This design comes from an exercise in tuning for small area on the open sky130 flow, not from production work.
At most, simulation tests tie the RTL to the original design; equivalence was not proved.
The RTL of run 2 was laid out without a check of its function.
The flow treats the clock pin as an ideal source, which a real chip does not have.

==> flow/design.v (outline; a module is shown in full before it is edited, if it fits) <==
// module rvdffe_nr: 12 lines
// module rvdffs: 15 lines
// module mul_fa: 4 lines
// module mul_bx: 3 lines
// module mul_bs: 3 lines
// module mul_cn2: 4 lines
// module mul_cp2: 4 lines
// module mul_cn1: 3 lines
// module mul_cp1: 3 lines
// module mul_ha: 4 lines
// module mul33: 4610 lines
// module mul_hsel: 3 lines
// module exu_mul_ctl: 30 lines
// module swerv_mul: 25 lines
module swerv_mul
  (
   input  logic        clk,
   input  logic        rst_l,        
   input  logic        valid,        
   input  logic        rs1_sign,     
   input  logic        rs2_sign,     
   input  logic        low,          
   input  logic [31:0] a,
   input  logic [31:0] b,
   input  logic        freeze,       
   output logic [31:0] out
   );
  // ...
==> flow/flow/run.sh <==
#!/bin/bash
# Standard ORFS layout with three changes: the port buffers are the smallest
# buffer cell, CTS uses clkbuf_8 and no dummy loads, and after CTS the
# resizer's power recovery downsizes cells that have setup slack to spare.
set -euo pipefail
here=$(pwd)
bash standard.sh \
  "BUFFER_PORTS_ARGS=-buffer_cell sky130_fd_sc_hd__buf_1" \
  "CTS_ARGS=-sink_clustering_enable -repair_clock_nets -buf_list sky130_fd_sc_hd__clkbuf_8 -dont_use_dummy_load" \
  "POST_CTS_TCL=$here/flow/post_cts.tcl" \
  finish > standard_flow.log 2>&1
==> flow/flow/post_cts.tcl <==
# Downsize cells on paths with setup slack to spare, then re-legalize.
estimate_parasitics -placement
repair_timing -recover_power 100 -setup_margin 0.1 -verbose
detailed_placement
check_placement -verbose
==> flow/standard.sh <==
#!/bin/bash
# synth_recipe.tcl (not shown) runs the flow's synth.tcl, then flattens the netlist and writes it again
# the make line also repeats each setting of config.mk as NAME=value (left out here)
make -C /OpenROAD-flow-scripts/flow DESIGN_CONFIG=/design/flow/config.mk WORK_HOME=/design/flow/orfs CLKGATE_MAP_FILE= SYNTH_SCRIPT=/design/flow/synth_recipe.tcl "${@:-finish}"
==> flow/config.mk <==
export PLATFORM = sky130hd
export DESIGN_NAME = swerv_mul
export DESIGN_NICKNAME = swerv_mul
export VERILOG_FILES = /design/flow/design.v
export SDC_FILE = /design/flow/constraint.sdc
export NUM_CORES = 4
export LEC_CHECK = 0
export CAP_MARGIN = 20
export CORE_MARGIN = 2
export CORE_UTILIZATION = 70
export PLACE_DENSITY = 0.85
export SETUP_SLACK_MARGIN = 0.05
export SLEW_MARGIN = 20
export SYNTH_HIERARCHICAL = 1
export SYNTH_MINIMUM_KEEP_SIZE = 0
==> flow/constraint.sdc <==
create_clock -name core_clock -period 8.0 [get_ports {clk}]
set_input_delay 1.6000 -clock core_clock [delete_from_list [all_inputs] [get_ports {clk}]]
set_output_delay 1.6000 -clock core_clock [all_outputs]
set_load 0.01 [all_outputs]
==> flow_metrics.py, run 1 <==
metrics = {
    "sta": {
        "rsz0062_at_grt": "false",
        "layout_min_cycle_time_ns": 7.708,
    },
    "synth": {
        "synthTopCellsByCount": "xnor2_1 (601), o22ai_1 (528), fa_1 (483)",
        "muxShareOfSynthArea_pct": 1.937,
        "ys_seq_area_share_pct": 15.12,
        "synth_compound_area_share_pct": 16.54,
        "yosys.area.top_type": "fa_1",
    },
    "layout": {
        "top_register": "mul_e1.op_e1_ff.dout",
        "buffers": 230,
        "antenna_cells": 3,
        "clkbuf_count": 17,
        "layout_common_cells": "xnor2_1 (601), o22ai_1 (527), fa_1 (482), edfxtp_1 (131), ha_1 (125)",
        "multi_input_cells": 2077,
    },
    "drt": {
        "post_drt_via_cell_ratio": 7.438,
        "ant_nets": 0,
        "routed_wl_um": 98460,
        "wire_per_inst_um": 32.58,
    },
    "place": {
        "dpl_worst_slack_ns": 0.4880,
        "portBuffers": 102,
    },
    "worst_setup_path": {
        "critical_path.max_stage_delay_ns": 0.54,
        "cp-startpoint": "mul_e1.op_e1_ff.dout[17]",
        "cpMostUsedCell": "fa_1",
    },
    "status": {
        "status": "timing/DRC/antenna clean",
    },
    "clock_network": {
        "clkTransAtPathRegs_ns": 0.09,
    },
}
==> inputs of run 2 (changes only) <==
--- a/flow/design.v
+++ b/flow/design.v
@@ -1955,132 +1955,137 @@
    wire Pp1231;
    wire G1232;
    wire Pp1233;
    wire G1234;
    wire Pp1235;
    wire G1236;
    wire Pp1237;
    wire G1238;
-   wire G1239;
-   wire Pp1240;
+   wire Pp1239;
+   wire iv1240;
    wire G1241;
-   wire Pp1242;
-   wire G1243;
-   wire Pp1244;
-   wire G1245;
-   wire Pp1246;
-   wire G1247;
-   wire Pp1248;
-   wire G1249;
-   wire Pp1250;
-   wire G1251;
-   wire Pp1252;
-   wire G1253;
-   wire Pp1254;
-   wire G1255;
-   wire Pp1256;
-   wire G1257;
-   wire Pp1258;
-   wire G1259;
-   wire Pp1260;
-   wire G1261;
-   wire Pp1262;
-   wire G1263;
-   wire Pp1264;
-   wire G1265;
-   wire Pp1266;
-   wire G1267;
+   wire G1242;
+   wire Pp1243;
+   wire G1244;
+   wire Pp1245;
+   wire G1246;
+   wire Pp1247;
+   wire G1248;
+   wire Pp1249;
+   wire G1250;
+   wire Pp1251;
+   wire G1252;
+   wire Pp1253;
+   wire G1254;
+   wire Pp1255;
+   wire G1256;
+   wire Pp1257;
+   wire G1258;
+   wire Pp1259;
+   wire G1260;
+   wire Pp1261;
+   wire G1262;
+   wire Pp1263;
+   wire G1264;
+   wire Pp1265;
+   wire G1266;
+   wire Pp1267;
    wire G1268;
    wire Pp1269;
    wire G1270;
-   wire Pp1271;
-   wire G1272;
-   wire Pp1273;
-   wire G1274;
-   wire Pp1275;
-   wire G1276;
-   wire Pp1277;
-   wire G1278;
-   wire Pp1279;
-   wire G1280;
+   wire G1271;
+   wire Pp1272;
+   wire G1273;
+   wire Pp1274;
+   wire G1275;
+   wire Pp1276;
+   wire G1277;
+   wire Pp1278;
+   wire G1279;
+   wire Pp1280;
    wire G1281;
    wire Pp1282;
    wire G1283;
-   wire Pp1284;
-   wire G1285;
-   wire iv1286;
-   wire G1287;
-   wire iv1288;
-   wire G1289;
+   wire G1284;
+   wire Pp1285;
+   wire G1286;
+   wire Pp1287;
+   wire G1288;
+   wire iv1289;
    wire G1290;
-   wire G1291;
-   wire iv1292;
+   wire iv1291;
+   wire G1292;
    wire G1293;
    wire G1294;
-   wire G1295;
+   wire iv1295;
    wire G1296;
    wire G1297;
-   wire iv1298;
+   wire G1298;
    wire G1299;
    wire G1300;
    wire iv1301;
    wire G1302;
    wire G1303;
-   wire G1304;
+   wire iv1304;
    wire G1305;
    wire G1306;
-   wire iv1307;
+   wire G1307;
    wire G1308;
    wire G1309;
-   wire G1310;
+   wire iv1310;
    wire G1311;
-   wire iv1312;
+   wire G1312;
    wire G1313;
    wire G1314;
-   wire G1315;
+   wire iv1315;
    wire G1316;
-   wire iv1317;
+   wire G1317;
    wire G1318;
-   wire iv1319;
-   wire G1320;
+   wire G1319;
+   wire iv1320;
    wire G1321;
    wire G1322;
    wire G1323;
    wire G1324;
-   wire iv1325;
+   wire G1325;
    wire G1326;
    wire G1327;
-   wire G1328;
+   wire iv1328;
    wire G1329;
-   wire iv1330;
+   wire G1330;
    wire G1331;
    wire G1332;
-   wire G1333;
+   wire iv1333;
    wire G1334;
-   wire iv1335;
+   wire G1335;
    wire G1336;
    wire G1337;
-   wire G1338;
+   wire iv1338;
    wire G1339;
-   wire iv1340;
+   wire G1340;
    wire G1341;
    wire G1342;
-   wire G1343;
+   wire iv1343;
    wire G1344;
-   wire iv1345;
+   wire G1345;
    wire G1346;
    wire G1347;
-   wire G1348;
+   wire iv1348;
    wire G1349;
-   wire iv1350;
+   wire G1350;
    wire G1351;
    wire G1352;
-   wire G1353;
+   wire iv1353;
    wire G1354;
+   wire G1355;
+   wire G1356;
+   wire G1357;
+   wire iv1358;
+   wire G1359;
    assign one0 = B[0] ^ 1'b0;
    assign two0 = (B[1] & ~B[0] & ~1'b0) | (~B[1] & B[0] & 1'b0);
    assign neg0 = B[1] & ~(B[0] & 1'b0);
    assign onen0 = ~one0;
    assign twon0 = ~two0;
    wire zn0_1;
    mul_bx bx0_1 (.a(A[0]), .neg(B[1]), .zn(zn0_1));
    wire zn0_2;
@@ -4409,18 +4414,16 @@
    mul_fa fa1056 (.x(pp16_30), .y(s1053), .z(c1050), .s(s1055), .c(c1056));
    assign s1057 = pp15_33 ^ pp16_31 ^ c1054;
    wire [63:0] fx = {s1057, s1055, s1051, c1042, s1041, s1035, c1020, c1010, c1000, s999, s987, c962, c948, c932, c916, c898, c880, s879, s859, c818, c796, c772, c748, c722, c696, c668, c640, c610, c578, c546, c514, c482, c452, c422, c394, c366, c340, c314, c290, c266, c244, c222, c202, c182, c164, c146, c130, c114, c100, c86, c74, c62, c52, c42, c34, c26, c20, c14, c10, s9, s5, s3, pp0_1, neg0};
    wire [63:0] fy = {c1056, c1052, c1048, s1047, c1036, c1028, s1027, s1019, s1009, c988, c976, s975, s961, s947, s931, s915, s897, c860, c840, s839, s817, s795, s771, s747, s721, s695, s667, s639, s609, s577, s545, s513, s481, s451, s421, s393, s365, s339, s313, s289, s265, s243, s221, s201, s181, s163, s145, s129, s113, s99, s85, s73, s61, s51, s41, s33, s25, s19, s13, c6, 1'b0, 1'b0, 1'b0, pp0_0};
    wire [64:0] rc;
    assign rc[0] = 1'b0;
    mul_fa rfa0 (.x(fx[0]), .y(fy[0]), .z(rc[0]), .s(P[0]), .c(rc[1]));
    mul_ha rha1 (.x(fx[1]), .y(rc[1]), .s(P[1]), .c(rc[2]));
-   mul_ha rha2 (.x(fx[2]), .y(rc[2]), .s(P[2]), .c(rc[3]));
-   mul_ha rha3 (.x(fx[3]), .y(rc[3]), .s(P[3]), .c(rc[4]));
    mul_ha pgha4 (.x(fx[4]), .y(fy[4]), .s(pp1058), .c(gg1059));
    mul_ha pgha5 (.x(fx[5]), .y(fy[5]), .s(pp1060), .c(gg1061));
    mul_ha pgha6 (.x(fx[6]), .y(fy[6]), .s(pp1062), .c(gg1063));
    mul_ha pgha7 (.x(fx[7]), .y(fy[7]), .s(pp1064), .c(gg1065));
    mul_ha pgha8 (.x(fx[8]), .y(fy[8]), .s(pp1066), .c(gg1067));
    mul_ha pgha9 (.x(fx[9]), .y(fy[9]), .s(pp1068), .c(gg1069));
    mul_ha pgha10 (.x(fx[10]), .y(fy[10]), .s(pp1070), .c(gg1071));
    mul_ha pgha11 (.x(fx[11]), .y(fy[11]), .s(pp1072), .c(gg1073));
@@ -4471,202 +4474,208 @@
    mul_ha pgha56 (.x(fx[56]), .y(fy[56]), .s(pp1162), .c(gg1163));
    mul_ha pgha57 (.x(fx[57]), .y(fy[57]), .s(pp1164), .c(gg1165));
    mul_ha pgha58 (.x(fx[58]), .y(fy[58]), .s(pp1166), .c(gg1167));
    mul_ha pgha59 (.x(fx[59]), .y(fy[59]), .s(pp1168), .c(gg1169));
    mul_ha pgha60 (.x(fx[60]), .y(fy[60]), .s(pp1170), .c(gg1171));
    mul_ha pgha61 (.x(fx[61]), .y(fy[61]), .s(pp1172), .c(gg1173));
    mul_ha pgha62 (.x(fx[62]), .y(fy[62]), .s(pp1174), .c(gg1175));
    mul_ha pgha63 (.x(fx[63]), .y(fy[63]), .s(pp1176), .c(gg1177));
-   assign G1178 = gg1059 | (pp1058 & rc[4]);
-   mul_cn1 pc1 (.g1(gg1061), .p1(pp1060), .g0(G1178), .g(G1179));
-   mul_cn2 pc2 (.g1(gg1065), .p1(pp1064), .g0(gg1063), .p0(pp1062), .g(G1180), .p(Pp1181));
-   mul_cn2 pc3 (.g1(gg1069), .p1(pp1068), .g0(gg1067), .p0(pp1066), .g(G1182), .p(Pp1183));
-   mul_cn2 pc4 (.g1(gg1073), .p1(pp1072), .g0(gg1071), .p0(pp1070), .g(G1184), .p(Pp1185));
-   mul_cn2 pc5 (.g1(gg1077), .p1(pp1076), .g0(gg1075), .p0(pp1074), .g(G1186), .p(Pp1187));
-   mul_cn2 pc6 (.g1(gg1081), .p1(pp1080), .g0(gg1079), .p0(pp1078), .g(G1188), .p(Pp1189));
-   mul_cn2 pc7 (.g1(gg1085), .p1(pp1084), .g0(gg1083), .p0(pp1082), .g(G1190), .p(Pp1191));
-   mul_cn2 pc8 (.g1(gg1089), .p1(pp1088), .g0(gg1087), .p0(pp1086), .g(G1192), .p(Pp1193));
-   mul_cn2 pc9 (.g1(gg1093), .p1(pp1092), .g0(gg1091), .p0(pp1090), .g(G1194), .p(Pp1195));
-   mul_cn2 pc10 (.g1(gg1097), .p1(pp1096), .g0(gg1095), .p0(pp1094), .g(G1196), .p(Pp1197));
-   mul_cn2 pc11 (.g1(gg1101), .p1(pp1100), .g0(gg1099), .p0(pp1098), .g(G1198), .p(Pp1199));
-   mul_cn2 pc12 (.g1(gg1105), .p1(pp1104), .g0(gg1103), .p0(pp1102), .g(G1200), .p(Pp1201));
-   mul_cn2 pc13 (.g1(gg1109), .p1(pp1108), .g0(gg1107), .p0(pp1106), .g(G1202), .p(Pp1203));
-   mul_cn2 pc14 (.g1(gg1113), .p1(pp1112), .g0(gg1111), .p0(pp1110), .g(G1204), .p(Pp1205));
-   mul_cn2 pc15 (.g1(gg1117), .p1(pp1116), .g0(gg1115), .p0(pp1114), .g(G1206), .p(Pp1207));
-   mul_cn2 pc16 (.g1(gg1121), .p1(pp1120), .g0(gg1119), .p0(pp1118), .g(G1208), .p(Pp1209));
-   mul_cn2 pc17 (.g1(gg1125), .p1(pp1124), .g0(gg1123), .p0(pp1122), .g(G1210), .p(Pp1211));
-   mul_cn2 pc18 (.g1(gg1129), .p1(pp1128), .g0(gg1127), .p0(pp1126), .g(G1212), .p(Pp1213));
-   mul_cn2 pc19 (.g1(gg1133), .p1(pp1132), .g0(gg1131), .p0(pp1130), .g(G1214), .p(Pp1215));
-   mul_cn2 pc20 (.g1(gg1137), .p1(pp1136), .g0(gg1135), .p0(pp1134), .g(G1216), .p(Pp1217));
-   mul_cn2 pc21 (.g1(gg1141), .p1(pp1140), .g0(gg1139), .p0(pp1138), .g(G1218), .p(Pp1219));
-   mul_cn2 pc22 (.g1(gg1145), .p1(pp1144), .g0(gg1143), .p0(pp1142), .g(G1220), .p(Pp1221));
-   mul_cn2 pc23 (.g1(gg1149), .p1(pp1148), .g0(gg1147), .p0(pp1146), .g(G1222), .p(Pp1223));
-   mul_cn2 pc24 (.g1(gg1153), .p1(pp1152), .g0(gg1151), .p0(pp1150), .g(G1224), .p(Pp1225));
-   mul_cn2 pc25 (.g1(gg1157), .p1(pp1156), .g0(gg1155), .p0(pp1154), .g(G1226), .p(Pp1227));
-   mul_cn2 pc26 (.g1(gg1161), .p1(pp1160), .g0(gg1159), .p0(pp1158), .g(G1228), .p(Pp1229));
-   mul_cn2 pc27 (.g1(gg1165), .p1(pp1164), .g0(gg1163), .p0(pp1162), .g(G1230), .p(Pp1231));
-   mul_cn2 pc28 (.g1(gg1169), .p1(pp1168), .g0(gg1167), .p0(pp1166), .g(G1232), .p(Pp1233));
-   mul_cn2 pc29 (.g1(gg1173), .p1(pp1172), .g0(gg1171), .p0(pp1170), .g(G1234), .p(Pp1235));
-   mul_cn2 pc30 (.g1(gg1177), .p1(pp1176), .g0(gg1175), .p0(pp1174), .g(G1236), .p(Pp1237));
-   mul_cp1 pc31 (.g1(G1180), .p1(Pp1181), .g0(G1179), .g(G1238));
-   mul_cp2 pc32 (.g1(G1184), .p1(Pp1185), .g0(G1182), .p0(Pp1183), .g(G1239), .p(Pp1240));
-   mul_cp2 pc33 (.g1(G1188), .p1(Pp1189), .g0(G1186), .p0(Pp1187), .g(G1241), .p(Pp1242));
-   mul_cp2 pc34 (.g1(G1192), .p1(Pp1193), .g0(G1190), .p0(Pp1191), .g(G1243), .p(Pp1244));
-   mul_cp2 pc35 (.g1(G1196), .p1(Pp1197), .g0(G1194), .p0(Pp1195), .g(G1245), .p(Pp1246));
-   mul_cp2 pc36 (.g1(G1200), .p1(Pp1201), .g0(G1198), .p0(Pp1199), .g(G1247), .p(Pp1248));
-   mul_cp2 pc37 (.g1(G1204), .p1(Pp1205), .g0(G1202), .p0(Pp1203), .g(G1249), .p(Pp1250));
-   mul_cp2 pc38 (.g1(G1208), .p1(Pp1209), .g0(G1206), .p0(Pp1207), .g(G1251), .p(Pp1252));
-   mul_cp2 pc39 (.g1(G1212), .p1(Pp1213), .g0(G1210), .p0(Pp1211), .g(G1253), .p(Pp1254));
-   mul_cp2 pc40 (.g1(G1216), .p1(Pp1217), .g0(G1214), .p0(Pp1215), .g(G1255), .p(Pp1256));
-   mul_cp2 pc41 (.g1(G1220), .p1(Pp1221), .g0(G1218), .p0(Pp1219), .g(G1257), .p(Pp1258));
-   mul_cp2 pc42 (.g1(G1224), .p1(Pp1225), .g0(G1222), .p0(Pp1223), .g(G1259), .p(Pp1260));
-   mul_cp2 pc43 (.g1(G1228), .p1(Pp1229), .g0(G1226), .p0(Pp1227), .g(G1261), .p(Pp1262));
-   mul_cp2 pc44 (.g1(G1232), .p1(Pp1233), .g0(G1230), .p0(Pp1231), .g(G1263), .p(Pp1264));
-   mul_cp2 pc45 (.g1(G1236), .p1(Pp1237), .g0(G1234), .p0(Pp1235), .g(G1265), .p(Pp1266));
-   mul_cn1 pc46 (.g1(G1239), .p1(Pp1240), .g0(G1238), .g(G1267));
-   mul_cn2 pc47 (.g1(G1243), .p1(Pp1244), .g0(G1241), .p0(Pp1242), .g(G1268), .p(Pp1269));
-   mul_cn2 pc48 (.g1(G1247), .p1(Pp1248), .g0(G1245), .p0(Pp1246), .g(G1270), .p(Pp1271));
-   mul_cn2 pc49 (.g1(G1251), .p1(Pp1252), .g0(G1249), .p0(Pp1250), .g(G1272), .p(Pp1273));
-   mul_cn2 pc50 (.g1(G1255), .p1(Pp1256), .g0(G1253), .p0(Pp1254), .g(G1274), .p(Pp1275));
-   mul_cn2 pc51 (.g1(G1259), .p1(Pp1260), .g0(G1257), .p0(Pp1258), .g(G1276), .p(Pp1277));
-   mul_cn2 pc52 (.g1(G1263), .p1(Pp1264), .g0(G1261), .p0(Pp1262), .g(G1278), .p(Pp1279));
-   mul_cp1 pc53 (.g1(G1268), .p1(Pp1269), .g0(G1267), .g(G1280));
-   mul_cp2 pc54 (.g1(G1272), .p1(Pp1273), .g0(G1270), .p0(Pp1271), .g(G1281), .p(Pp1282));
-   mul_cp2 pc55 (.g1(G1276), .p1(Pp1277), .g0(G1274), .p0(Pp1275), .g(G1283), .p(Pp1284));
-   mul_cn1 pc56 (.g1(G1281), .p1(Pp1282), .g0(G1280), .g(G1285));
-   assign iv1286 = ~G1285;
-   mul_cn1 pc57 (.g1(G1283), .p1(Pp1284), .g0(iv1286), .g(G1287));
-   assign iv1288 = ~G1280;
-   mul_cp1 pc58 (.g1(G1270), .p1(Pp1271), .g0(iv1288), .g(G1289));
-   mul_cp1 pc59 (.g1(G1274), .p1(Pp1275), .g0(G1285), .g(G1290));
-   mul_cp1 pc60 (.g1(G1278), .p1(Pp1279), .g0(G1287), .g(G1291));
-   assign iv1292 = ~G1267;
-   mul_cn1 pc61 (.g1(G1241), .p1(Pp1242), .g0(iv1292), .g(G1293));
-   mul_cn1 pc62 (.g1(G1245), .p1(Pp1246), .g0(G1280), .g(G1294));
-   mul_cn1 pc63 (.g1(G1249), .p1(Pp1250), .g0(G1289), .g(G1295));
-   mul_cn1 pc64 (.g1(G1253), .p1(Pp1254), .g0(iv1286), .g(G1296));
-   mul_cn1 pc65 (.g1(G1257), .p1(Pp1258), .g0(G1290), .g(G1297));
-   assign iv1298 = ~G1287;
-   mul_cn1 pc66 (.g1(G1261), .p1(Pp1262), .g0(iv1298), .g(G1299));
-   mul_cn1 pc67 (.g1(G1265), .p1(Pp1266), .g0(G1291), .g(G1300));
-   assign iv1301 = ~G1238;
-   mul_cp1 pc68 (.g1(G1182), .p1(Pp1183), .g0(iv1301), .g(G1302));
-   mul_cp1 pc69 (.g1(G1186), .p1(Pp1187), .g0(G1267), .g(G1303));
-   mul_cp1 pc70 (.g1(G1190), .p1(Pp1191), .g0(G1293), .g(G1304));
-   mul_cp1 pc71 (.g1(G1194), .p1(Pp1195), .g0(iv1288), .g(G1305));
-   mul_cp1 pc72 (.g1(G1198), .p1(Pp1199), .g0(G1294), .g(G1306));
-   assign iv1307 = ~G1289;
-   mul_cp1 pc73 (.g1(G1202), .p1(Pp1203), .g0(iv1307), .g(G1308));
-   mul_cp1 pc74 (.g1(G1206), .p1(Pp1207), .g0(G1295), .g(G1309));
-   mul_cp1 pc75 (.g1(G1210), .p1(Pp1211), .g0(G1285), .g(G1310));
-   mul_cp1 pc76 (.g1(G1214), .p1(Pp1215), .g0(G1296), .g(G1311));
-   assign iv1312 = ~G1290;
-   mul_cp1 pc77 (.g1(G1218), .p1(Pp1219), .g0(iv1312), .g(G1313));
-   mul_cp1 pc78 (.g1(G1222), .p1(Pp1223), .g0(G1297), .g(G1314));
-   mul_cp1 pc79 (.g1(G1226), .p1(Pp1227), .g0(G1287), .g(G1315));
-   mul_cp1 pc80 (.g1(G1230), .p1(Pp1231), .g0(G1299), .g(G1316));
-   assign iv1317 = ~G1291;
-   mul_cp1 pc81 (.g1(G1234), .p1(Pp1235), .g0(iv1317), .g(G1318));
-   assign iv1319 = ~G1179;
-   mul_cn1 pc82 (.g1(gg1063), .p1(pp1062), .g0(iv1319), .g(G1320));
-   mul_cn1 pc83 (.g1(gg1067), .p1(pp1066), .g0(G1238), .g(G1321));
-   mul_cn1 pc84 (.g1(gg1071), .p1(pp1070), .g0(G1302), .g(G1322));
-   mul_cn1 pc85 (.g1(gg1075), .p1(pp1074), .g0(iv1292), .g(G1323));
-   mul_cn1 pc86 (.g1(gg1079), .p1(pp1078), .g0(G1303), .g(G1324));
-   assign iv1325 = ~G1293;
-   mul_cn1 pc87 (.g1(gg1083), .p1(pp1082), .g0(iv1325), .g(G1326));
-   mul_cn1 pc88 (.g1(gg1087), .p1(pp1086), .g0(G1304), .g(G1327));
-   mul_cn1 pc89 (.g1(gg1091), .p1(pp1090), .g0(G1280), .g(G1328));
-   mul_cn1 pc90 (.g1(gg1095), .p1(pp1094), .g0(G1305), .g(G1329));
-   assign iv1330 = ~G1294;
-   mul_cn1 pc91 (.g1(gg1099), .p1(pp1098), .g0(iv1330), .g(G1331));
-   mul_cn1 pc92 (.g1(gg1103), .p1(pp1102), .g0(G1306), .g(G1332));
-   mul_cn1 pc93 (.g1(gg1107), .p1(pp1106), .g0(G1289), .g(G1333));
-   mul_cn1 pc94 (.g1(gg1111), .p1(pp1110), .g0(G1308), .g(G1334));
-   assign iv1335 = ~G1295;
-   mul_cn1 pc95 (.g1(gg1115), .p1(pp1114), .g0(iv1335), .g(G1336));
-   mul_cn1 pc96 (.g1(gg1119), .p1(pp1118), .g0(G1309), .g(G1337));
-   mul_cn1 pc97 (.g1(gg1123), .p1(pp1122), .g0(iv1286), .g(G1338));
-   mul_cn1 pc98 (.g1(gg1127), .p1(pp1126), .g0(G1310), .g(G1339));
-   assign iv1340 = ~G1296;
-   mul_cn1 pc99 (.g1(gg1131), .p1(pp1130), .g0(iv1340), .g(G1341));
-   mul_cn1 pc100 (.g1(gg1135), .p1(pp1134), .g0(G1311), .g(G1342));
-   mul_cn1 pc101 (.g1(gg1139), .p1(pp1138), .g0(G1290), .g(G1343));
-   mul_cn1 pc102 (.g1(gg1143), .p1(pp1142), .g0(G1313), .g(G1344));
-   assign iv1345 = ~G1297;
-   mul_cn1 pc103 (.g1(gg1147), .p1(pp1146), .g0(iv1345), .g(G1346));
-   mul_cn1 pc104 (.g1(gg1151), .p1(pp1150), .g0(G1314), .g(G1347));
-   mul_cn1 pc105 (.g1(gg1155), .p1(pp1154), .g0(iv1298), .g(G1348));
-   mul_cn1 pc106 (.g1(gg1159), .p1(pp1158), .g0(G1315), .g(G1349));
-   assign iv1350 = ~G1299;
-   mul_cn1 pc107 (.g1(gg1163), .p1(pp1162), .g0(iv1350), .g(G1351));
-   mul_cn1 pc108 (.g1(gg1167), .p1(pp1166), .g0(G1316), .g(G1352));
-   mul_cn1 pc109 (.g1(gg1171), .p1(pp1170), .g0(G1291), .g(G1353));
-   mul_cn1 pc110 (.g1(gg1175), .p1(pp1174), .g0(G1318), .g(G1354));
-   assign P[4] = pp1058 ^ rc[4];
-   assign P[5] = pp1060 ^ G1178;
-   assign P[6] = ~(pp1062 ^ G1179);
-   assign P[7] = ~(pp1064 ^ G1320);
-   assign P[8] = pp1066 ^ G1238;
-   assign P[9] = ~(pp1068 ^ G1321);
-   assign P[10] = pp1070 ^ G1302;
-   assign P[11] = ~(pp1072 ^ G1322);
-   assign P[12] = ~(pp1074 ^ G1267);
-   assign P[13] = ~(pp1076 ^ G1323);
-   assign P[14] = pp1078 ^ G1303;
-   assign P[15] = ~(pp1080 ^ G1324);
-   assign P[16] = ~(pp1082 ^ G1293);
-   assign P[17] = ~(pp1084 ^ G1326);
-   assign P[18] = pp1086 ^ G1304;
-   assign P[19] = ~(pp1088 ^ G1327);
-   assign P[20] = pp1090 ^ G1280;
-   assign P[21] = ~(pp1092 ^ G1328);
-   assign P[22] = pp1094 ^ G1305;
-   assign P[23] = ~(pp1096 ^ G1329);
-   assign P[24] = ~(pp1098 ^ G1294);
-   assign P[25] = ~(pp1100 ^ G1331);
-   assign P[26] = pp1102 ^ G1306;
-   assign P[27] = ~(pp1104 ^ G1332);
-   assign P[28] = pp1106 ^ G1289;
-   assign P[29] = ~(pp1108 ^ G1333);
-   assign P[30] = pp1110 ^ G1308;
-   assign P[31] = ~(pp1112 ^ G1334);
-   assign P[32] = ~(pp1114 ^ G1295);
-   assign P[33] = ~(pp1116 ^ G1336);
-   assign P[34] = pp1118 ^ G1309;
-   assign P[35] = ~(pp1120 ^ G1337);
-   assign P[36] = ~(pp1122 ^ G1285);
-   assign P[37] = ~(pp1124 ^ G1338);
-   assign P[38] = pp1126 ^ G1310;
-   assign P[39] = ~(pp1128 ^ G1339);
-   assign P[40] = ~(pp1130 ^ G1296);
-   assign P[41] = ~(pp1132 ^ G1341);
-   assign P[42] = pp1134 ^ G1311;
-   assign P[43] = ~(pp1136 ^ G1342);
-   assign P[44] = pp1138 ^ G1290;
-   assign P[45] = ~(pp1140 ^ G1343);
-   assign P[46] = pp1142 ^ G1313;
-   assign P[47] = ~(pp1144 ^ G1344);
-   assign P[48] = ~(pp1146 ^ G1297);
-   assign P[49] = ~(pp1148 ^ G1346);
-   assign P[50] = pp1150 ^ G1314;
-   assign P[51] = ~(pp1152 ^ G1347);
-   assign P[52] = ~(pp1154 ^ G1287);
-   assign P[53] = ~(pp1156 ^ G1348);
-   assign P[54] = pp1158 ^ G1315;
-   assign P[55] = ~(pp1160 ^ G1349);
-   assign P[56] = ~(pp1162 ^ G1299);
-   assign P[57] = ~(pp1164 ^ G1351);
-   assign P[58] = pp1166 ^ G1316;
-   assign P[59] = ~(pp1168 ^ G1352);
-   assign P[60] = pp1170 ^ G1291;
-   assign P[61] = ~(pp1172 ^ G1353);
-   assign P[62] = pp1174 ^ G1318;
-   assign P[63] = ~(pp1176 ^ G1354);
+   assign G1178 = fx[2] & rc[2];
+   assign G1179 = 1'b0 | (fx[3] & G1178);
+   mul_cn2 pc1 (.g1(gg1061), .p1(pp1060), .g0(gg1059), .p0(pp1058), .g(G1180), .p(Pp1181));
+   mul_cn2 pc2 (.g1(gg1065), .p1(pp1064), .g0(gg1063), .p0(pp1062), .g(G1182), .p(Pp1183));
+   mul_cn2 pc3 (.g1(gg1069), .p1(pp1068), .g0(gg1067), .p0(pp1066), .g(G1184), .p(Pp1185));
+   mul_cn2 pc4 (.g1(gg1073), .p1(pp1072), .g0(gg1071), .p0(pp1070), .g(G1186), .p(Pp1187));
+   mul_cn2 pc5 (.g1(gg1077), .p1(pp1076), .g0(gg1075), .p0(pp1074), .g(G1188), .p(Pp1189));
+   mul_cn2 pc6 (.g1(gg1081), .p1(pp1080), .g0(gg1079), .p0(pp1078), .g(G1190), .p(Pp1191));
+   mul_cn2 pc7 (.g1(gg1085), .p1(pp1084), .g0(gg1083), .p0(pp1082), .g(G1192), .p(Pp1193));
+   mul_cn2 pc8 (.g1(gg1089), .p1(pp1088), .g0(gg1087), .p0(pp1086), .g(G1194), .p(Pp1195));
+   mul_cn2 pc9 (.g1(gg1093), .p1(pp1092), .g0(gg1091), .p0(pp1090), .g(G1196), .p(Pp1197));
+   mul_cn2 pc10 (.g1(gg1097), .p1(pp1096), .g0(gg1095), .p0(pp1094), .g(G1198), .p(Pp1199));
+   mul_cn2 pc11 (.g1(gg1101), .p1(pp1100), .g0(gg1099), .p0(pp1098), .g(G1200), .p(Pp1201));
+   mul_cn2 pc12 (.g1(gg1105), .p1(pp1104), .g0(gg1103), .p0(pp1102), .g(G1202), .p(Pp1203));
+   mul_cn2 pc13 (.g1(gg1109), .p1(pp1108), .g0(gg1107), .p0(pp1106), .g(G1204), .p(Pp1205));
+   mul_cn2 pc14 (.g1(gg1113), .p1(pp1112), .g0(gg1111), .p0(pp1110), .g(G1206), .p(Pp1207));
+   mul_cn2 pc15 (.g1(gg1117), .p1(pp1116), .g0(gg1115), .p0(pp1114), .g(G1208), .p(Pp1209));
+   mul_cn2 pc16 (.g1(gg1121), .p1(pp1120), .g0(gg1119), .p0(pp1118), .g(G1210), .p(Pp1211));
+   mul_cn2 pc17 (.g1(gg1125), .p1(pp1124), .g0(gg1123), .p0(pp1122), .g(G1212), .p(Pp1213));
+   mul_cn2 pc18 (.g1(gg1129), .p1(pp1128), .g0(gg1127), .p0(pp1126), .g(G1214), .p(Pp1215));
+   mul_cn2 pc19 (.g1(gg1133), .p1(pp1132), .g0(gg1131), .p0(pp1130), .g(G1216), .p(Pp1217));
+   mul_cn2 pc20 (.g1(gg1137), .p1(pp1136), .g0(gg1135), .p0(pp1134), .g(G1218), .p(Pp1219));
+   mul_cn2 pc21 (.g1(gg1141), .p1(pp1140), .g0(gg1139), .p0(pp1138), .g(G1220), .p(Pp1221));
+   mul_cn2 pc22 (.g1(gg1145), .p1(pp1144), .g0(gg1143), .p0(pp1142), .g(G1222), .p(Pp1223));
+   mul_cn2 pc23 (.g1(gg1149), .p1(pp1148), .g0(gg1147), .p0(pp1146), .g(G1224), .p(Pp1225));
+   mul_cn2 pc24 (.g1(gg1153), .p1(pp1152), .g0(gg1151), .p0(pp1150), .g(G1226), .p(Pp1227));
+   mul_cn2 pc25 (.g1(gg1157), .p1(pp1156), .g0(gg1155), .p0(pp1154), .g(G1228), .p(Pp1229));
+   mul_cn2 pc26 (.g1(gg1161), .p1(pp1160), .g0(gg1159), .p0(pp1158), .g(G1230), .p(Pp1231));
+   mul_cn2 pc27 (.g1(gg1165), .p1(pp1164), .g0(gg1163), .p0(pp1162), .g(G1232), .p(Pp1233));
+   mul_cn2 pc28 (.g1(gg1169), .p1(pp1168), .g0(gg1167), .p0(pp1166), .g(G1234), .p(Pp1235));
+   mul_cn2 pc29 (.g1(gg1173), .p1(pp1172), .g0(gg1171), .p0(pp1170), .g(G1236), .p(Pp1237));
+   mul_cn2 pc30 (.g1(gg1177), .p1(pp1176), .g0(gg1175), .p0(pp1174), .g(G1238), .p(Pp1239));
+   assign iv1240 = ~G1179;
+   mul_cp1 pc31 (.g1(G1180), .p1(Pp1181), .g0(iv1240), .g(G1241));
+   mul_cp2 pc32 (.g1(G1184), .p1(Pp1185), .g0(G1182), .p0(Pp1183), .g(G1242), .p(Pp1243));
+   mul_cp2 pc33 (.g1(G1188), .p1(Pp1189), .g0(G1186), .p0(Pp1187), .g(G1244), .p(Pp1245));
+   mul_cp2 pc34 (.g1(G1192), .p1(Pp1193), .g0(G1190), .p0(Pp1191), .g(G1246), .p(Pp1247));
+   mul_cp2 pc35 (.g1(G1196), .p1(Pp1197), .g0(G1194), .p0(Pp1195), .g(G1248), .p(Pp1249));
+   mul_cp2 pc36 (.g1(G1200), .p1(Pp1201), .g0(G1198), .p0(Pp1199), .g(G1250), .p(Pp1251));
+   mul_cp2 pc37 (.g1(G1204), .p1(Pp1205), .g0(G1202), .p0(Pp1203), .g(G1252), .p(Pp1253));
+   mul_cp2 pc38 (.g1(G1208), .p1(Pp1209), .g0(G1206), .p0(Pp1207), .g(G1254), .p(Pp1255));
+   mul_cp2 pc39 (.g1(G1212), .p1(Pp1213), .g0(G1210), .p0(Pp1211), .g(G1256), .p(Pp1257));
+   mul_cp2 pc40 (.g1(G1216), .p1(Pp1217), .g0(G1214), .p0(Pp1215), .g(G1258), .p(Pp1259));
+   mul_cp2 pc41 (.g1(G1220), .p1(Pp1221), .g0(G1218), .p0(Pp1219), .g(G1260), .p(Pp1261));
+   mul_cp2 pc42 (.g1(G1224), .p1(Pp1225), .g0(G1222), .p0(Pp1223), .g(G1262), .p(Pp1263));
+   mul_cp2 pc43 (.g1(G1228), .p1(Pp1229), .g0(G1226), .p0(Pp1227), .g(G1264), .p(Pp1265));
+   mul_cp2 pc44 (.g1(G1232), .p1(Pp1233), .g0(G1230), .p0(Pp1231), .g(G1266), .p(Pp1267));
+   mul_cp2 pc45 (.g1(G1236), .p1(Pp1237), .g0(G1234), .p0(Pp1235), .g(G1268), .p(Pp1269));
+   mul_cn1 pc46 (.g1(G1242), .p1(Pp1243), .g0(G1241), .g(G1270));
+   mul_cn2 pc47 (.g1(G1246), .p1(Pp1247), .g0(G1244), .p0(Pp1245), .g(G1271), .p(Pp1272));
+   mul_cn2 pc48 (.g1(G1250), .p1(Pp1251), .g0(G1248), .p0(Pp1249), .g(G1273), .p(Pp1274));
+   mul_cn2 pc49 (.g1(G1254), .p1(Pp1255), .g0(G1252), .p0(Pp1253), .g(G1275), .p(Pp1276));
+   mul_cn2 pc50 (.g1(G1258), .p1(Pp1259), .g0(G1256), .p0(Pp1257), .g(G1277), .p(Pp1278));
+   mul_cn2 pc51 (.g1(G1262), .p1(Pp1263), .g0(G1260), .p0(Pp1261), .g(G1279), .p(Pp1280));
+   mul_cn2 pc52 (.g1(G1266), .p1(Pp1267), .g0(G1264), .p0(Pp1265), .g(G1281), .p(Pp1282));
+   mul_cp1 pc53 (.g1(G1271), .p1(Pp1272), .g0(G1270), .g(G1283));
+   mul_cp2 pc54 (.g1(G1275), .p1(Pp1276), .g0(G1273), .p0(Pp1274), .g(G1284), .p(Pp1285));
+   mul_cp2 pc55 (.g1(G1279), .p1(Pp1280), .g0(G1277), .p0(Pp1278), .g(G1286), .p(Pp1287));
+   mul_cn1 pc56 (.g1(G1284), .p1(Pp1285), .g0(G1283), .g(G1288));
+   assign iv1289 = ~G1288;
+   mul_cn1 pc57 (.g1(G1286), .p1(Pp1287), .g0(iv1289), .g(G1290));
+   assign iv1291 = ~G1283;
+   mul_cp1 pc58 (.g1(G1273), .p1(Pp1274), .g0(iv1291), .g(G1292));
+   mul_cp1 pc59 (.g1(G1277), .p1(Pp1278), .g0(G1288), .g(G1293));
+   mul_cp1 pc60 (.g1(G1281), .p1(Pp1282), .g0(G1290), .g(G1294));
+   assign iv1295 = ~G1270;
+   mul_cn1 pc61 (.g1(G1244), .p1(Pp1245), .g0(iv1295), .g(G1296));
+   mul_cn1 pc62 (.g1(G1248), .p1(Pp1249), .g0(G1283), .g(G1297));
+   mul_cn1 pc63 (.g1(G1252), .p1(Pp1253), .g0(G1292), .g(G1298));
+   mul_cn1 pc64 (.g1(G1256), .p1(Pp1257), .g0(iv1289), .g(G1299));
+   mul_cn1 pc65 (.g1(G1260), .p1(Pp1261), .g0(G1293), .g(G1300));
+   assign iv1301 = ~G1290;
+   mul_cn1 pc66 (.g1(G1264), .p1(Pp1265), .g0(iv1301), .g(G1302));
+   mul_cn1 pc67 (.g1(G1268), .p1(Pp1269), .g0(G1294), .g(G1303));
+   assign iv1304 = ~G1241;
+   mul_cp1 pc68 (.g1(G1182), .p1(Pp1183), .g0(iv1304), .g(G1305));
+   mul_cp1 pc69 (.g1(G1186), .p1(Pp1187), .g0(G1270), .g(G1306));
+   mul_cp1 pc70 (.g1(G1190), .p1(Pp1191), .g0(G1296), .g(G1307));
+   mul_cp1 pc71 (.g1(G1194), .p1(Pp1195), .g0(iv1291), .g(G1308));
+   mul_cp1 pc72 (.g1(G1198), .p1(Pp1199), .g0(G1297), .g(G1309));
+   assign iv1310 = ~G1292;
+   mul_cp1 pc73 (.g1(G1202), .p1(Pp1203), .g0(iv1310), .g(G1311));
+   mul_cp1 pc74 (.g1(G1206), .p1(Pp1207), .g0(G1298), .g(G1312));
+   mul_cp1 pc75 (.g1(G1210), .p1(Pp1211), .g0(G1288), .g(G1313));
+   mul_cp1 pc76 (.g1(G1214), .p1(Pp1215), .g0(G1299), .g(G1314));
+   assign iv1315 = ~G1293;
+   mul_cp1 pc77 (.g1(G1218), .p1(Pp1219), .g0(iv1315), .g(G1316));
+   mul_cp1 pc78 (.g1(G1222), .p1(Pp1223), .g0(G1300), .g(G1317));
+   mul_cp1 pc79 (.g1(G1226), .p1(Pp1227), .g0(G1290), .g(G1318));
+   mul_cp1 pc80 (.g1(G1230), .p1(Pp1231), .g0(G1302), .g(G1319));
+   assign iv1320 = ~G1294;
+   mul_cp1 pc81 (.g1(G1234), .p1(Pp1235), .g0(iv1320), .g(G1321));
+   mul_cp1 pc82 (.g1(G1238), .p1(Pp1239), .g0(G1303), .g(G1322));
+   mul_cn1 pc83 (.g1(gg1059), .p1(pp1058), .g0(G1179), .g(G1323));
+   mul_cn1 pc84 (.g1(gg1063), .p1(pp1062), .g0(G1241), .g(G1324));
+   mul_cn1 pc85 (.g1(gg1067), .p1(pp1066), .g0(G1305), .g(G1325));
+   mul_cn1 pc86 (.g1(gg1071), .p1(pp1070), .g0(iv1295), .g(G1326));
+   mul_cn1 pc87 (.g1(gg1075), .p1(pp1074), .g0(G1306), .g(G1327));
+   assign iv1328 = ~G1296;
+   mul_cn1 pc88 (.g1(gg1079), .p1(pp1078), .g0(iv1328), .g(G1329));
+   mul_cn1 pc89 (.g1(gg1083), .p1(pp1082), .g0(G1307), .g(G1330));
+   mul_cn1 pc90 (.g1(gg1087), .p1(pp1086), .g0(G1283), .g(G1331));
+   mul_cn1 pc91 (.g1(gg1091), .p1(pp1090), .g0(G1308), .g(G1332));
+   assign iv1333 = ~G1297;
+   mul_cn1 pc92 (.g1(gg1095), .p1(pp1094), .g0(iv1333), .g(G1334));
+   mul_cn1 pc93 (.g1(gg1099), .p1(pp1098), .g0(G1309), .g(G1335));
+   mul_cn1 pc94 (.g1(gg1103), .p1(pp1102), .g0(G1292), .g(G1336));
+   mul_cn1 pc95 (.g1(gg1107), .p1(pp1106), .g0(G1311), .g(G1337));
+   assign iv1338 = ~G1298;
+   mul_cn1 pc96 (.g1(gg1111), .p1(pp1110), .g0(iv1338), .g(G1339));
+   mul_cn1 pc97 (.g1(gg1115), .p1(pp1114), .g0(G1312), .g(G1340));
+   mul_cn1 pc98 (.g1(gg1119), .p1(pp1118), .g0(iv1289), .g(G1341));
+   mul_cn1 pc99 (.g1(gg1123), .p1(pp1122), .g0(G1313), .g(G1342));
+   assign iv1343 = ~G1299;
+   mul_cn1 pc100 (.g1(gg1127), .p1(pp1126), .g0(iv1343), .g(G1344));
+   mul_cn1 pc101 (.g1(gg1131), .p1(pp1130), .g0(G1314), .g(G1345));
+   mul_cn1 pc102 (.g1(gg1135), .p1(pp1134), .g0(G1293), .g(G1346));
+   mul_cn1 pc103 (.g1(gg1139), .p1(pp1138), .g0(G1316), .g(G1347));
+   assign iv1348 = ~G1300;
+   mul_cn1 pc104 (.g1(gg1143), .p1(pp1142), .g0(iv1348), .g(G1349));
+   mul_cn1 pc105 (.g1(gg1147), .p1(pp1146), .g0(G1317), .g(G1350));
+   mul_cn1 pc106 (.g1(gg1151), .p1(pp1150), .g0(iv1301), .g(G1351));
+   mul_cn1 pc107 (.g1(gg1155), .p1(pp1154), .g0(G1318), .g(G1352));
+   assign iv1353 = ~G1302;
+   mul_cn1 pc108 (.g1(gg1159), .p1(pp1158), .g0(iv1353), .g(G1354));
+   mul_cn1 pc109 (.g1(gg1163), .p1(pp1162), .g0(G1319), .g(G1355));
+   mul_cn1 pc110 (.g1(gg1167), .p1(pp1166), .g0(G1294), .g(G1356));
+   mul_cn1 pc111 (.g1(gg1171), .p1(pp1170), .g0(G1321), .g(G1357));
+   assign iv1358 = ~G1303;
+   mul_cn1 pc112 (.g1(gg1175), .p1(pp1174), .g0(iv1358), .g(G1359));
+   assign P[2] = fx[2] ^ rc[2];
+   assign P[3] = fx[3] ^ G1178;
+   assign P[4] = pp1058 ^ G1179;
+   assign P[5] = ~(pp1060 ^ G1323);
+   assign P[6] = pp1062 ^ G1241;
+   assign P[7] = ~(pp1064 ^ G1324);
+   assign P[8] = pp1066 ^ G1305;
+   assign P[9] = ~(pp1068 ^ G1325);
+   assign P[10] = ~(pp1070 ^ G1270);
+   assign P[11] = ~(pp1072 ^ G1326);
+   assign P[12] = pp1074 ^ G1306;
+   assign P[13] = ~(pp1076 ^ G1327);
+   assign P[14] = ~(pp1078 ^ G1296);
+   assign P[15] = ~(pp1080 ^ G1329);
+   assign P[16] = pp1082 ^ G1307;
+   assign P[17] = ~(pp1084 ^ G1330);
+   assign P[18] = pp1086 ^ G1283;
+   assign P[19] = ~(pp1088 ^ G1331);
+   assign P[20] = pp1090 ^ G1308;
+   assign P[21] = ~(pp1092 ^ G1332);
+   assign P[22] = ~(pp1094 ^ G1297);
+   assign P[23] = ~(pp1096 ^ G1334);
+   assign P[24] = pp1098 ^ G1309;
+   assign P[25] = ~(pp1100 ^ G1335);
+   assign P[26] = pp1102 ^ G1292;
+   assign P[27] = ~(pp1104 ^ G1336);
+   assign P[28] = pp1106 ^ G1311;
+   assign P[29] = ~(pp1108 ^ G1337);
+   assign P[30] = ~(pp1110 ^ G1298);
+   assign P[31] = ~(pp1112 ^ G1339);
+   assign P[32] = pp1114 ^ G1312;
+   assign P[33] = ~(pp1116 ^ G1340);
+   assign P[34] = ~(pp1118 ^ G1288);
+   assign P[35] = ~(pp1120 ^ G1341);
+   assign P[36] = pp1122 ^ G1313;
+   assign P[37] = ~(pp1124 ^ G1342);
+   assign P[38] = ~(pp1126 ^ G1299);
+   assign P[39] = ~(pp1128 ^ G1344);
+   assign P[40] = pp1130 ^ G1314;
+   assign P[41] = ~(pp1132 ^ G1345);
+   assign P[42] = pp1134 ^ G1293;
+   assign P[43] = ~(pp1136 ^ G1346);
+   assign P[44] = pp1138 ^ G1316;
+   assign P[45] = ~(pp1140 ^ G1347);
+   assign P[46] = ~(pp1142 ^ G1300);
+   assign P[47] = ~(pp1144 ^ G1349);
+   assign P[48] = pp1146 ^ G1317;
+   assign P[49] = ~(pp1148 ^ G1350);
+   assign P[50] = ~(pp1150 ^ G1290);
+   assign P[51] = ~(pp1152 ^ G1351);
+   assign P[52] = pp1154 ^ G1318;
+   assign P[53] = ~(pp1156 ^ G1352);
+   assign P[54] = ~(pp1158 ^ G1302);
+   assign P[55] = ~(pp1160 ^ G1354);
+   assign P[56] = pp1162 ^ G1319;
+   assign P[57] = ~(pp1164 ^ G1355);
+   assign P[58] = pp1166 ^ G1294;
+   assign P[59] = ~(pp1168 ^ G1356);
+   assign P[60] = pp1170 ^ G1321;
+   assign P[61] = ~(pp1172 ^ G1357);
+   assign P[62] = ~(pp1174 ^ G1303);
+   assign P[63] = ~(pp1176 ^ G1359);
 endmodule
 module mul_hsel (input logic low, input logic lo, input logic hi, output logic y);
    assign y = low ? lo : hi;
 endmodule
 module exu_mul_ctl
   (
    input  logic        clk,
    input  logic        rst_l,
==> flow_metrics.py, run 2 <==
metrics = {
    "synth": {
        "async_flop_share_pct": 1.504,
        "synth_edf_count": 131,
        "netlist.area_leader.share_pct": 36.65,
        "ys_seq_area_share_pct": 15.10,
        "synthTopCellsByCount": "xnor2_1 (602), o22ai_1 (528), fa_1 (483)",
        "ys_types": 28,
        "yosysWarnings": 9,
        "synth.most_common_cell": "xnor2_1",
        "syn_area_um2": 26380,
        "synthFlopType": "edfxtp_1",
        "synthTopCellsByArea": "fa_1 (37%), xnor2_1 (20%), edfxtp_1 (15%)",
        "syn_avg_cell_area_um2": 11.69,
        "synthCells": 2256,
        "ys_ff_latch": 133,
        "yosys.area.top_type": "fa_1",
    },
    "status": {
        "status": "timing/DRC/antenna clean",
    },
    "worst_setup_path": {
        "path_cells": "buf_4 -> xnor2_1 -> o22ai_1 -> fa_1 -> fa_1 -> fa_1 -> fa_1 -> fa_1 -> fa_1 -> ha_1 -> nand2_1 -> nor2_1 -> nand2_1 -> o21ai_0 -> a21oi_2 -> inv_1 -> a21oi_2 -> o21ai_0 -> inv_1 -> o21ai_0 -> a21oi_2 -> xnor2_1 -> mux2_1",
        "cp-endpoint": "mul_e1.res_e2_ff.dout[29]",
        "cp.arrival_ns": 8.02,
        "critPathSlowestCell": "buf_4",
        "r2r-start": "mul_e1.op_e1_ff.dout[7]",
        "cp-startpoint": "mul_e1.op_e1_ff.dout[7]",
        "path_depth": 23,
        "crit_buf_inv": 3,
        "cpMostUsedCell": "fa_1",
        "critPathKind": "reg -> reg",
        "rr_endpoint": "mul_e1.res_e2_ff.dout[29]",
        "endpoint_kind": "register",
        "reg2reg_slack_ns": 0.27,
        "path_max_fanout": 34,
        "rr_worst_depth": 23,
        "cp.required_ns": 8.29,
        "critical_path.max_stage_delay_ns": 0.57,
        "path_delay_family": "adder cells",
        "startpoint_type": "register",
    },
    "floorplanning": {
        "io_pins": 103,
        "row_count": 71,
        "dieArea_um2": 39260,
        "start_util_pct": 70.54,
        "coreArea_um2": 37400,
        "die_x_um": 198.1,
        "die_height_um": 198.1,
    },
    "clock_network": {
        "cts_tree": "done",
        "clkTransAtPathRegs_ns": 0.10,
        "cts.sinks": 133,
        "clock_latency_ns": 0.56,
    },
    "global_routing": {
        "grt_pass1_wl_um": 145200,
        "grt-ovfl-total": 0,
        "antenna_found_initial": 7,
        "grtUsageTotal_pct": 52.16,
        "grt_pass1_vias": 23570,
        "grt_max_degree": 62,
    },
    "sta": {
        "rsz0062_at_grt": "false",
        "slew_viol_final": 0,
        "layout_min_cycle_time_ns": 7.728,
        "post-route-period-util_pct": 96.60,
        "fin_setup_tns_ns": 0,
        "hold_viol": 0,
        "slew_headroom_pct": 21.37,
        "worst_slew_pin_slew_ns": 1.179,
        "fin_skew_ns": 0.03620,
        "setup_viol": 0,
        "fmax_mhz": 129.4,
    },
    "drt": {
        "post-route-drc-count": 0,
        "post_drt_via_cell_ratio": 7.496,
        "ant_nets": 0,
        "routed_wl_um": 99730,
        "first_pass_iters": 10,
        "wire_per_inst_um": 32.74,
        "first_iter_violations": 3395,
        "via_count": 22830,
    },
    "layout": {
        "area_delta_synth_final_pct": 9.253,
        "nets": 3211,
        "multi_input_area_um2": 22260,
        "layout_common_cells": "xnor2_1 (601), o22ai_1 (528), fa_1 (483), buf_4 (140), edfxtp_1 (131)",
        "seqCellArea_um2": 3984,
        "fillers": 2421,
        "design_area_um2": 28820,
        "drive_gt1_share_pct": 11.62,
        "final_common_cell": "xnor2_1",
        "largest_reg_flops": 67,
        "top_register": "mul_e1.op_e1_ff.dout",
        "largestRegisters": "mul_e1.op_e1_ff.dout x67, mul_e1.res_e2_ff.dout x32, mul_e1.res_e3_ff.dout x32",
    },
    "worst_hold_path": {
        "min-delay-start": "mul_e1.res_e2_ff.dout[18]",
        "holdPathStages": 0,
        "hold_class": "reg -> reg",
    },
    "place": {
        "place_area_um2": 28590,
        "dp_hpwl_um": 78480,
        "portBuffers": 102,
        "gp_congestion": 1.097,
    },
    "flow_run": {
        "drv_cap": 0,
    },
}
-- run 2: changes by cell type in the layout (fill, tap and decap cells not counted), sizes merged --
| cell | before | now |
|---|---|---|
| buf | 225 | 243 |
| a21oi | 86 | 88 |
| inv | 50 | 52 |
| clkinvlp | 1 | 0 |
| diode | 3 | 4 |
| ha | 125 | 124 |
| nand2 | 35 | 36 |
| nor2 | 64 | 65 |
| o21ai | 34 | 35 |
| or2 | 1 | 0 |
| xnor2 | 601 | 602 |
-- run 2: cells by family after synthesis --
group                      count (synthesis)  synth area share, %
AOI/OAI and AO/OA                        667                16.62
xor gates and xnor gates                 622                20.65
adders and majority gates                607                42.53
and+or+nand+nor                          136                2.348
DFF                                      133                15.10
buffers and inverters                     55               0.7826
muxes                                     34                1.935
other                                      2              0.02847
-- run 2: worst min-delay path by stage --
stage / to / slack (ns)
global route: mul_e1.res_e3_ff.dout[18] / 0.42
floorplan: mul_e1.res_e3_ff.dout[0] / 0.40
global placement: mul_e1.res_e3_ff.dout[8] / 0.40
finish: mul_e1.res_e3_ff.dout[18] / 0.40
detailed placement: mul_e1.res_e3_ff.dout[18] / 0.40
-- run 2: Yosys stat by module (local to each module, per instance), excerpt --
module	flip-flops and latches	area, µm²	cells
mul_cp1	0	5.005	1
mul_fa	0	20.02	1
mul_bs	0	6.256	1
mul33	0	1565	245
exu_mul_ctl	0	35.03	6
mul_hsel	0	15.01	1
mul_ha	0	12.51	1
mul_cn2	0	12.51	2
mul_bx	0	8.758	1
-- run 2: cell type report --
cell class                 count  area share [%]
antenna                        4         0.03473
clock buffer                  17          0.8118
inverter                      52          0.6772
multi-input combinational   2081           77.22
sequential                   133           13.82
tap                          511           2.218
timing repair buffer         248           5.214
-- run 2: per-layer routing --
layer | GRT usage (%) | part of all wire [%] | up-vias
li1 | - | - | 8838
met1 | 63.77 | 33 | 11030
met2 | 72.79 | 41 | 2300
met3 | 25.00 | 17 | 652
met4 | 35.42 | 8.1 | 10
met5 | 2.427 | 0.15 | -
-- run 2: metrics by stage --
step	hold slack, ns	setup slack [ns]	std cells	utilization [%]
floorplan	0.4003	0.08423	2269	-
global placement	0.4038	0.7392	3023	76.44
detailed placement	0.4045	0.6319	3023	76.44
global route	0.4217	0.07593	3042	77.04
finish	0.3973	0.2717	3046	77.07
-- run 2: worst reg2reg max path: stages (launching register included) --
cell      delay [ns]
edfxtp_1        0.54
buf_4           0.57
xnor2_1         0.24
o22ai_1         0.27
fa_1            0.53
fa_1            0.47
fa_1            0.51
fa_1            0.45
fa_1            0.47
fa_1            0.54
ha_1            0.37
nand2_1         0.10
nor2_1          0.21
nand2_1         0.15
o21ai_0         0.24
a21oi_2         0.14
inv_1           0.15
a21oi_2         0.10
o21ai_0         0.46
inv_1           0.09
o21ai_0         0.35
a21oi_2         0.10
xnor2_1         0.13
mux2_1          0.29

-- static timing again, ports no longer ideal --
How much do the figures lean on ideal ports? The routed layouts below were timed once more, with nothing changed but the port constraints.
Step 1 sets driving cells, clkbuf_16 on the clock port and buf_2 on the other inputs (assumed; they add their load-dependent delay and slew).
Step 2 moves the port delays by t, midway between the first and last clock arrival at a register: inputs arrive t later, outputs are due t later. That takes back most of the time a late clock gives input paths.
Three values: ideal, step 1, step 2; two values: the first two.
run	t, ns	setup slack, ns	hold WS [ns]
run 1	0.581	0.292 / 0.292 / 0.292	0.412 / 0.412 / 0.412
run 2	0.601	0.272 / 0.272 / 0.272	0.397 / 0.397 / 0.397
After both steps setup and hold are still met in every run listed.
